This design comes from an exercise in tuning for a short achievable clock period and few clock cycles on the open sky130 flow, not from production work. The RTL was checked by simulation tests, not by an equivalence proof against the original design.

==> trial 82: inputs <==
## xmega
module xmega #(
	parameter PLATFORM = "XILINX",
	parameter  [10 - 1:0]CORE_TYPE = 10'b0111111111,
	parameter ROM_ADDR_WIDTH = 10,
	parameter RAM_ADDR_WIDTH = 14,
	parameter WATCHDOG_CNT_WIDTH = 0,
	parameter VECTOR_INT_TABLE_SIZE = 0
	)(
	input rst,
	input clk,
	output reg[ROM_ADDR_WIDTH - 1:0]pgm_addr,
	input [15:0]pgm_data,
	output reg [RAM_ADDR_WIDTH - 1:0]data_addr,
	output reg [7:0]data_out,
	output reg data_write,
	input [7:0]data_in,
	output reg data_read,
	output reg [5:0]io_addr,
	output reg [7:0]io_out,
	output reg io_write,
	input [7:0]io_in,
	output reg io_read
    );
clock: 14.0 ns
lec_check: 0
cap_margin: 30
core_margin: 2
core_utilization: 30
slew_margin: 30
standard.sh (not shown) runs the stock make flow with config.mk's settings and CLKGATE_MAP_FILE= SYNTH_SCRIPT=/design/flow/synth_recipe.tcl, a recipe that flattens the netlist after the stock synthesis.
==> flow/flow/run.sh <==
#!/bin/bash
# Standard layout (the standard.sh: ORFS synthesis through finish) with a larger
# setup-slack margin for ORFS's timing repair, so that repair keeps improving paths
# that already meet the design's clock period. The SDC and every other setting are
# the standard ones. Each tool's output is in orfs/logs/; make's output in flow_make.log.
set -uo pipefail
MARGIN=$(cat flow/margin.txt 2>/dev/null || echo 8)
bash standard.sh SETUP_SLACK_MARGIN=$MARGIN finish > flow_make.log 2>&1
rc=$?
tail -50 flow_make.log
exit $rc
==> flow/flow/margin.txt <==
11
==> trial 48 (differences from trial 82) <==
--- a/flow/design.v
+++ b/flow/design.v
@@ -351,16 +351,12 @@
 localparam DW = RAM_ADDR_WIDTH;
 reg [AW-1:0] pa;	 
 reg [AW-1:0] pa1;	 
 reg [AW-1:0] ea;	 
 reg first;		 
 reg rsync;		 
-reg pa_pred;		 
-reg [3:0] bv;
-reg [AW-1:0] btag0, btag1, btag2, btag3, btgt0, btgt1, btgt2, btgt3;
-reg [1:0] bptr;
 reg rv;
 reg [15:0] ri;
 reg [AW-1:0] rpc1;	 
 reg [AW-1:0] rtgt;	 
 reg [4:0] ra, rb, wa;
 reg [31:0] ra_oh, rb_oh;
@@ -374,18 +370,12 @@
 reg [AW-1:0] xpc1, xtgt, xret;
 reg [4:0] xwa;
 reg xeq;		 
 reg [15:0] xw2;
 reg [7:0] opA_lo, opA_hi, opB_lo, opB_hi;
 reg xioset;		 
-reg xw8, xw8_in, xw16, xwstep;
-reg [31:0] xw8_oh;
-reg [3:0] xw16_p;
-reg [15:0] xw16_oh;
-reg [1:0] xw16_sel;	 
-reg [31:0] m_oh, w_oh;
 reg [7:0] SREG;
 reg [DW-1:0] SP;
 reg [15:0] mul_p;
 reg [7:0] ret_hi, ret_lo;
 reg [AW-1:0] ras0, ras1;	 
 reg lpm_sel;
@@ -481,19 +471,38 @@
 reg [7:0] cbi_val;
 always @*
 begin
 	cbi_val = io_in;
 	cbi_val[xi[2:0]] = xi[9];
 end
-wire wstep_ok = xv & (xs == {2'b00, xwstep});
-wire x8_we = wstep_ok & xw8;
-wire x16_we = wstep_ok & xw16;
-wire [4:0] x8_a = xwa;
-wire [3:0] x16_p = xw16_p;
-wire [7:0] x8_d = xw8_in ? in_val : alu_rd[7:0];
-wire [15:0] x16_d = xw16_sel[0] ? ptr_inc : xw16_sel[1] ? ptr_dec : alu_rd;
+reg x8_we, x16_we;
+reg [4:0] x8_a;
+reg [3:0] x16_p;
+reg [7:0] x8_d;
+reg [15:0] x16_d;
+always @*
+begin
+	x8_we = 1'b0; x16_we = 1'b0;
+	x8_a = xwa; x16_p = xwa[4:1];
+	x8_d = alu_rd[7:0]; x16_d = alu_rd;
+	if(xv)
+	begin
+		if(x_we8) x8_we = 1'b1;
+		if(x_in & x_last) begin x8_we = 1'b1; x8_d = in_val; end
+		if(x_movw | x_adiw | (x_mulf & xs == 3'd1)) x16_we = 1'b1;
+		if((x_ldp | x_stp) & (xi[1:0] == 2'b01 | xi[1:0] == 2'b10))
+		begin
+			x16_we = 1'b1; x16_p = x_pidx;
+			x16_d = xi[0] ? ptr_inc : ptr_dec;
+		end
+		if(x_lpmz & xi[0] & xs == 3'd0)
+		begin
+			x16_we = 1'b1; x16_p = 4'd15; x16_d = ptr_inc;
+		end
+	end
+end
 wire [7:0] w_d = w_pgm ? (w_hi ? pgm_data[15:8] : pgm_data[7:0]) : data_in;
 wire br_taken = (SREG[xi[2:0]] == ~xi[10]);
 wire skip_cond = x_cpse ? (opA_lo == opB_lo) : (opA_lo[xi[2:0]] == xi[9]);
 wire skip = xv & (x_cpse | x_sbrx) & skip_cond;
 wire squash = skip & rv & ~r_2w & ~r_dredir;	 
 wire xr_skip = skip & ~squash;			 
@@ -552,23 +561,18 @@
 wire ren = dv0 & ~r_needw2 & (~rv | (xacc & ~rhaz));	 
 wire dcons = ren & ~xredir;				 
 wire w2cap = dv0 & r_needw2 & ~xredir;
 wire [AW-1:0] fa = pgm_addr;
 wire [AW-1:0] fa_inc = fa + 1'b1;
 wire lpm_fetch = xv & (x_lpmz | x_lpm0) & (xs == 3'd0);
-wire [3:0] bhit = bv & {btag3 == fa, btag2 == fa, btag1 == fa, btag0 == fa};
-wire btb_hit = |bhit;
-wire [AW-1:0] btb_t = ({AW{bhit[0]}} & btgt0) | ({AW{bhit[1]}} & btgt1) | ({AW{bhit[2]}} & btgt2) | ({AW{bhit[3]}} & btgt3);
-wire d_jump = dcons & d_redir & ~pa_pred;	 
-wire btb_ins = d_jump & ~d_ret;
 reg [AW-1:0] ea_n;
 reg eq_n;
 always @*
 begin
 	if(xredir) begin ea_n = xtarget; eq_n = 1'b0; end
-	else if(dcons) begin ea_n = d_redir ? dtgt : pa1; eq_n = d_redir ? pa_pred : (fa == pa1); end
+	else if(dcons) begin ea_n = d_redir ? dtgt : pa1; eq_n = (fa == pa1); end
 	else if(w2cap) begin ea_n = r_jc ? w[AW-1:0] : pa1; eq_n = (fa == pa1); end
 	else begin ea_n = ea; eq_n = (fa == ea); end
 end
 wire r_n1 = ~(r_mulf | r_rcall | r_icall | r_call | r_lpmz | r_lpm0 | r_ret);
 wire [2:0] xs_n = xs + 3'd1;
 wire x_free_n = xcons ? r_n1 : (~xv | x_last | (xs_n == x_lastst));
@@ -579,33 +583,25 @@
 	rsync <= rst;
 integer i;
 always @(posedge clk)
 begin
 	for(i = 0; i < 32; i = i + 1)
 	begin
-		if(w_v && w_oh[i]) R[i] <= w_d;
-		else if(x8_we && xw8_oh[i]) R[i] <= x8_d;
-		else if(x16_we && xw16_oh[i/2]) R[i] <= i[0] ? x16_d[15:8] : x16_d[7:0];
+		if(w_v && w_r == i) R[i] <= w_d;
+		else if(x8_we && x8_a == i) R[i] <= x8_d;
+		else if(x16_we && x16_p == i[4:1]) R[i] <= i[0] ? x16_d[15:8] : x16_d[7:0];
 	end
 end
 wire io_conflict = xv & ((x_out & (x_ioa[5:3] != 3'b111)) | x_cbi);
 wire r_iobus = r_cbi | (r_ioa[5:3] != 3'b111);
-wire r_ioset = (r_in | r_cbi) & ~(io_conflict & r_iobus);
-wire r_ptrupd = (r_ldp | r_stp) & (ri[1:0] == 2'b01 | ri[1:0] == 2'b10);
-wire r_xw16 = r_movw | r_adiw | r_mulf | r_ptrupd | (r_lpmz & ri[0]);
-wire [3:0] r_xw16_p = (r_ldp | r_stp) ? r_pidx : r_lpmz ? 4'd15 : wa[4:1];
 wire [5:0] r_ioa = r_in ? {ri[10:9], ri[3:0]} : {1'b0, ri[7:3]};
 always @(posedge clk or posedge rst)
 begin
 	if(rst)
 	begin
 		pgm_addr <= {AW{1'b0}};
-		pa_pred <= 1'b0;
-		bv <= 4'd0; bptr <= 2'd0;
-		btag0 <= {AW{1'b0}}; btag1 <= {AW{1'b0}}; btag2 <= {AW{1'b0}}; btag3 <= {AW{1'b0}};
-		btgt0 <= {AW{1'b0}}; btgt1 <= {AW{1'b0}}; btgt2 <= {AW{1'b0}}; btgt3 <= {AW{1'b0}};
 		pa <= {AW{1'b0}};
 		pa1 <= {{(AW-1){1'b0}}, 1'b1};
 		ea <= {AW{1'b0}};
 		first <= 1'b1;
 		rv <= 1'b0;
 		ri <= 16'h0000;
@@ -626,15 +622,12 @@
 		xret <= {AW{1'b0}};
 		xwa <= 5'd0;
 		xeq <= 1'b0;
 		xw2 <= 16'h0000;
 		opA_lo <= 8'h00; opA_hi <= 8'h00; opB_lo <= 8'h00; opB_hi <= 8'h00;
 		xioset <= 1'b0;
-		xw8 <= 1'b0; xw8_in <= 1'b0; xw16 <= 1'b0; xwstep <= 1'b0;
-		xw8_oh <= 32'd0; xw16_p <= 4'd0; xw16_oh <= 16'd0; xw16_sel <= 2'd0;
-		m_oh <= 32'd0; w_oh <= 32'd0;
 		SREG <= 8'h00;
 		SP <= {DW{1'b0}};
 		mul_p <= 16'h0000;
 		ret_hi <= 8'h00;
 		lpm_sel <= 1'b0;
 		lpm_rd <= 5'd0;
@@ -650,43 +643,26 @@
 		io_read <= 1'b0;
 	end
 	else
 	begin
 		first <= 1'b0;
 		ea <= ea_n;
-		pa_pred <= 1'b0;
 		if(lpm_fetch) pgm_addr <= ptr[AW:1];
 		else if(xredir) pgm_addr <= xtarget;
-		else if(d_jump) pgm_addr <= dtgt;
+		else if(dcons & d_redir) pgm_addr <= dtgt;
 		else if(w2cap & r_jc) pgm_addr <= w[AW-1:0];
-		else if(eq_n & acc_pred)
-		begin
-			pgm_addr <= btb_hit ? btb_t : fa_inc;
-			pa_pred <= btb_hit;
-		end
+		else if(eq_n & acc_pred) pgm_addr <= fa_inc;
 		else pgm_addr <= ea_n;
-		if(btb_ins)
-		begin
-			bv[bptr] <= 1'b1;
-			bptr <= bptr + 2'd1;
-			case(bptr)
-			2'd0: begin btag0 <= pa; btgt0 <= dtgt; end
-			2'd1: begin btag1 <= pa; btgt1 <= dtgt; end
-			2'd2: begin btag2 <= pa; btgt2 <= dtgt; end
-			default: begin btag3 <= pa; btgt3 <= dtgt; end
-			endcase
-		end
 		pa <= pgm_addr;
 		pa1 <= fa_inc;
 		data_write <= 1'b0;
 		m_rdreq <= 1'b0;
 		m_v <= 1'b0;
 		data_read <= m_rdreq;
 		w_v <= m_v;
 		w_r <= m_r;
-		w_oh <= m_oh;
 		w_pgm <= 1'b0;
 		io_write <= 1'b0;
 		io_read <= 1'b0;
 		if(xv)
 		begin
 			xs <= x_last ? 3'd0 : xs + 3'd1;
@@ -722,18 +698,18 @@
 			begin
 				data_addr <= SP; data_out <= opA_lo; data_write <= 1'b1; SP <= SP_dec;
 			end
 			if(x_pop)
 			begin
 				data_addr <= SP_inc; SP <= SP_inc;
-				m_rdreq <= 1'b1; m_v <= 1'b1; m_r <= xi[8:4]; m_oh <= 32'd1 << xi[8:4];
+				m_rdreq <= 1'b1; m_v <= 1'b1; m_r <= xi[8:4];
 			end
 			if(x_ldp | x_ldd | x_lds)
 			begin
 				data_addr <= x_lds ? xw2[DW-1:0] : x_ldd ? ptr_q[DW-1:0] : (xi[1:0] == 2'b10) ? ptr_dec[DW-1:0] : ptr[DW-1:0];
-				m_rdreq <= 1'b1; m_v <= 1'b1; m_r <= xi[8:4]; m_oh <= 32'd1 << xi[8:4];
+				m_rdreq <= 1'b1; m_v <= 1'b1; m_r <= xi[8:4];
 			end
 			if(x_stp | x_std | x_sts)
 			begin
 				data_addr <= x_sts ? xw2[DW-1:0] : x_std ? ptr_q[DW-1:0] : (xi[1:0] == 2'b10) ? ptr_dec[DW-1:0] : ptr[DW-1:0];
 				data_out <= opA_lo;
 				data_write <= 1'b1;
@@ -765,13 +741,13 @@
 				begin
 					lpm_sel <= ptr[0];
 					lpm_rd <= x_lpm0 ? 5'd0 : xi[8:4];
 				end
 				else
 				begin
-					w_v <= 1'b1; w_r <= lpm_rd; w_oh <= 32'd1 << lpm_rd; w_pgm <= 1'b1; w_hi <= lpm_sel;
+					w_v <= 1'b1; w_r <= lpm_rd; w_pgm <= 1'b1; w_hi <= lpm_sel;
 				end
 			end
 		end
 		if(xen)
 		begin
 			xv <= xcons;
@@ -782,21 +758,15 @@
 			xret <= r_call ? rpc1 + 1'b1 : rpc1;
 			xwa <= wa;
 			xeq <= (ra == rb);
 			xw2 <= rw2;
 			opA_lo <= rA_lo; opA_hi <= rA_hi;
 			opB_lo <= rB_lo; opB_hi <= rB_hi;
-			xioset <= r_ioset;
-			xw8 <= r_we8 | r_in;
-			xw8_in <= r_in;
-			xw8_oh <= (r_we8 | r_in) ? (32'd1 << wa) : 32'd0;
-			xw16 <= r_xw16;
-			xw16_p <= r_xw16_p;
-			xw16_oh <= r_xw16 ? (16'd1 << r_xw16_p) : 16'd0;
-			xw16_sel <= r_ptrupd ? (ri[0] ? 2'd1 : 2'd2) : (r_lpmz & ri[0]) ? 2'd1 : 2'd0;
-			xwstep <= r_mulf | (r_in & ~r_ioset);
+			xioset <= 1'b0;
+			if((r_in | r_cbi) & ~(io_conflict & r_iobus))
+				xioset <= 1'b1;
 			if((r_in | r_cbi) & r_iobus & ~io_conflict)
 			begin
 				io_addr <= r_ioa;
 				io_read <= 1'b1;
 			end
 		end
==> flow/flow/margin.txt (replaced) <==
9
==> notes <==
Trial 48 finished with timing, DRC and antenna clean. Trial 82 completed with no timing, DRC or antenna violations. Against trial 82, the via count of trial 48 is smaller by 22%. Of trial 82 and trial 48, trial 48 has the higher sequential share of layout area (gap 4.4 points). Between trial 82 and trial 48, the lower clock skew is in trial 48 (gap 0.028 ns). Setup slack: trial 82 is better than trial 48 (0.074 ns).
Testbench counts of trial 82, summed over its fixed seeds: cycles 108,977.
Testbench counts of trial 48, summed over its fixed seeds: cycles 113,243.

[static timing again, ports no longer ideal]
In the flow no input, the clock included, has a driving cell. The finished layouts below were timed again as built, in two steps. Step 1 assumes that a clkbuf_16 drives the clock port and a buf_2 every other input. Step 2 moves the port delays by t, midway between the first and last clock arrival at a register: inputs arrive t later, outputs are due t later. That takes back most of the time a late clock gives input paths. a / b / c = no drivers / after step 1 / after step 2; a / b = the first two.
run | shift t [ns] | setup WS [ns] | worst setup path at the end | worst data-port slew with drivers (ns)
trial 82 | 0.895 | 9.021 / 9.021 / 8.367 | input to register | 0.12
trial 48 | 0.816 | 8.947 / 8.947 / 8.311 | input to register | 0.08
After both steps every run listed still meets setup and hold. For trial 82, which loses most, drivers alone change the setup slack by 0.000 ns; drivers and shift together by -0.654 ns.
